Source: an optimization exercise on an open RTL-to-GDS flow (aim: small area and a short achievable clock period). Production flows keep margins and buffers that such runs may drop. Only simulation tests tie the RTL to the original design; equivalence was not proved.

==> 09-10 <==
## Float8Mac16_3stage
module Float8Mac16_3stage #(
    parameter int unsigned N_WAY  = 16,
    parameter int unsigned PADBIT = 10
)(
    input  logic               clk,
    input  logic               rst_n,
    input  logic [8*N_WAY-1:0] din_X,
    input  logic [8*N_WAY-1:0] din_W,
    input  logic               din_valid,
    output logic [15:0]        dout,
    output logic               dout_valid
);
Settings: LEC_CHECK=0, ABC_AREA=1, CAP_MARGIN=20, CORE_MARGIN=2, CORE_UTILIZATION=40, CTS_BUF_LIST=sky130_fd_sc_hd__clkbuf_16, CTS_CLUSTER_DIAMETER=100, CTS_CLUSTER_SIZE=24, PLACE_DENSITY=0.6, SLEW_MARGIN=20, BUFFER_PORTS_ARGS=-buffer_cell sky130_fd_sc_hd__buf_2; clock period 44.0 ns.
standard.sh (not shown) runs the stock make flow with config.mk's settings and CLKGATE_MAP_FILE= SYNTH_SCRIPT=/design/flow/synth_recipe.tcl, a recipe that flattens the netlist after the stock synthesis.
==> flow/flow/run.sh <==
#!/bin/bash
# The standard layout, with the port buffers made of sky130_fd_sc_hd__buf_2
# instead of the cell buffer_ports picks by default (clkdlybuf4s50_1, a delay cell).
set -euo pipefail
echo 'export BUFFER_PORTS_ARGS = -buffer_cell sky130_fd_sc_hd__buf_2' >> config.mk
bash standard.sh > flow.log 2>&1
==> 10-09: changes against 09-10 <==
==> flow/config.mk (replaced) <==
export PLATFORM = sky130hd
export DESIGN_NAME = Float8Mac16_3stage
export DESIGN_NICKNAME = Float8Mac16_3stage
export VERILOG_FILES = /design/flow/design.v
export SDC_FILE = /design/flow/constraint.sdc
export NUM_CORES = 4
export LEC_CHECK = 0
export ABC_AREA = 1
export CAP_MARGIN = 20
export CORE_MARGIN = 2
export CORE_UTILIZATION = 60
export CTS_BUF_LIST = sky130_fd_sc_hd__clkbuf_16
export CTS_CLUSTER_DIAMETER = 90
export CTS_CLUSTER_SIZE = 22
export PLACE_DENSITY = 0.75
export SLEW_MARGIN = 20
export BUFFER_PORTS_ARGS = -buffer_cell sky130_fd_sc_hd__buf_2
==> 09-25: changes against 09-10 <==
--- a/flow/design.v
+++ b/flow/design.v
@@ -112,20 +112,13 @@
         nneg   <= na;
         nneg_m <= na_m;
     end
     logic [17:0] r [N_WAY-1:0];
     generate
         for (K = 0; K < N_WAY; K = K + 1) begin : gen_align
-            wire [6:0]  t;
-            wire [7:0]  tc;
-            assign tc[0] = ~mi;
-            for (genvar j = 0; j < 7; j = j + 1) begin : gen_t
-                wire ej = (j < 5) ? eb[K][j] : 1'b0;
-                assign t[j]    = ej ^ cm[j] ^ tc[j];
-                assign tc[j+1] = (ej & cm[j]) | (tc[j] & (ej ^ cm[j]));
-            end
+            wire [6:0]  t  = {2'b0, eb[K]} + cm + {6'd0, ~mi};
             wire [7:0]  q  = t[6] ? 8'd0 : pb[K];
             wire [8:0]  s0 = t[0] ? {q, 1'b0}   : {1'b0, q};
             wire [10:0] s1 = t[1] ? {s0, 2'b0}  : {2'b0, s0};
             wire [14:0] s2 = t[2] ? {s1, 4'b0}  : {4'b0, s1};
             wire [22:0] s3 = t[3] ? {s2, 8'b0}  : {8'b0, s2};
             wire [38:0] s4 = t[4] ? {s3, 16'b0} : {16'b0, s3};
==> flow/config.mk (replaced) <==
export PLATFORM = sky130hd
export DESIGN_NAME = Float8Mac16_3stage
export DESIGN_NICKNAME = Float8Mac16_3stage
export VERILOG_FILES = /design/flow/design.v
export SDC_FILE = /design/flow/constraint.sdc
export NUM_CORES = 4
export LEC_CHECK = 0
export ABC_AREA = 1
export CAP_MARGIN = 20
export CORE_MARGIN = 2
export CORE_UTILIZATION = 60
export CTS_BUF_LIST = sky130_fd_sc_hd__clkbuf_16
export CTS_CLUSTER_DIAMETER = 120
export CTS_CLUSTER_SIZE = 32
export PLACE_DENSITY = 0.75
export SLEW_MARGIN = 20
export BUFFER_PORTS_ARGS = -buffer_cell sky130_fd_sc_hd__buf_2
==> impl_results.md <==
* Status: complete, no violations
* R2R depth at 51
* GR met1 Demand/Resource at 45.0%
* Non-clk invs at 1299
The numbers above come from 09-25.

==> impl_results.md <==
* GR met1 Demand/Resource at 32.2%
* Initial core utilization at 40.4%
* R2R depth at 28
* Flops & latches, synth at 541
* Status: complete, no violations
* Non-clk invs at 1338
The numbers above come from 09-10.

==> impl_results.md <==
* Layout cells sized above 1 at 6.73%
* R2R depth at 28
* Clock Tree Buf Depth at 3
* Non-clk invs at 1338
* GR met1 Demand/Resource at 46.6%
* Status: complete, no violations
* Top post-synthesis cells by area: dfxtp_1, fa_1, nand2_1, inv_1, xor2_1
* Max_cap viols at 0
The numbers above come from 10-09.

[separate check: timing with driven ports]
Ports are ideal in the flow. The routed layouts listed here were re-timed in OpenROAD. Step 1: set_driving_cell puts a clkbuf_16 on clk and a buf_2 on each other input, an assumption about the parent block. Step 2 also shifts input and output timing later by t, the mid clock arrival at the registers, as if the neighbouring blocks saw the same clock. a / b / c = no drivers / after step 1 / after step 2; a / b = the first two.
| run | shift t [ns] | slack for setup (ns) | worst setup path after step 2 | cell pins on the clock port's net |
|---|---|---|---|---|
| 09-10 | 0.712 | 34.023 / 33.949 / 33.659 | input to register | 1 |
| 10-09 | 0.666 | 34.113 / 34.040 / 33.846 | input to register | 1 |
| 09-25 | 0.689 | 34.054 / 33.986 / 33.881 | input to register | 1 |
After both steps setup and hold are still met in every run listed. The setup slack of 09-10, which loses most, moves by -0.074 ns with the drivers and by -0.364 ns with both steps.
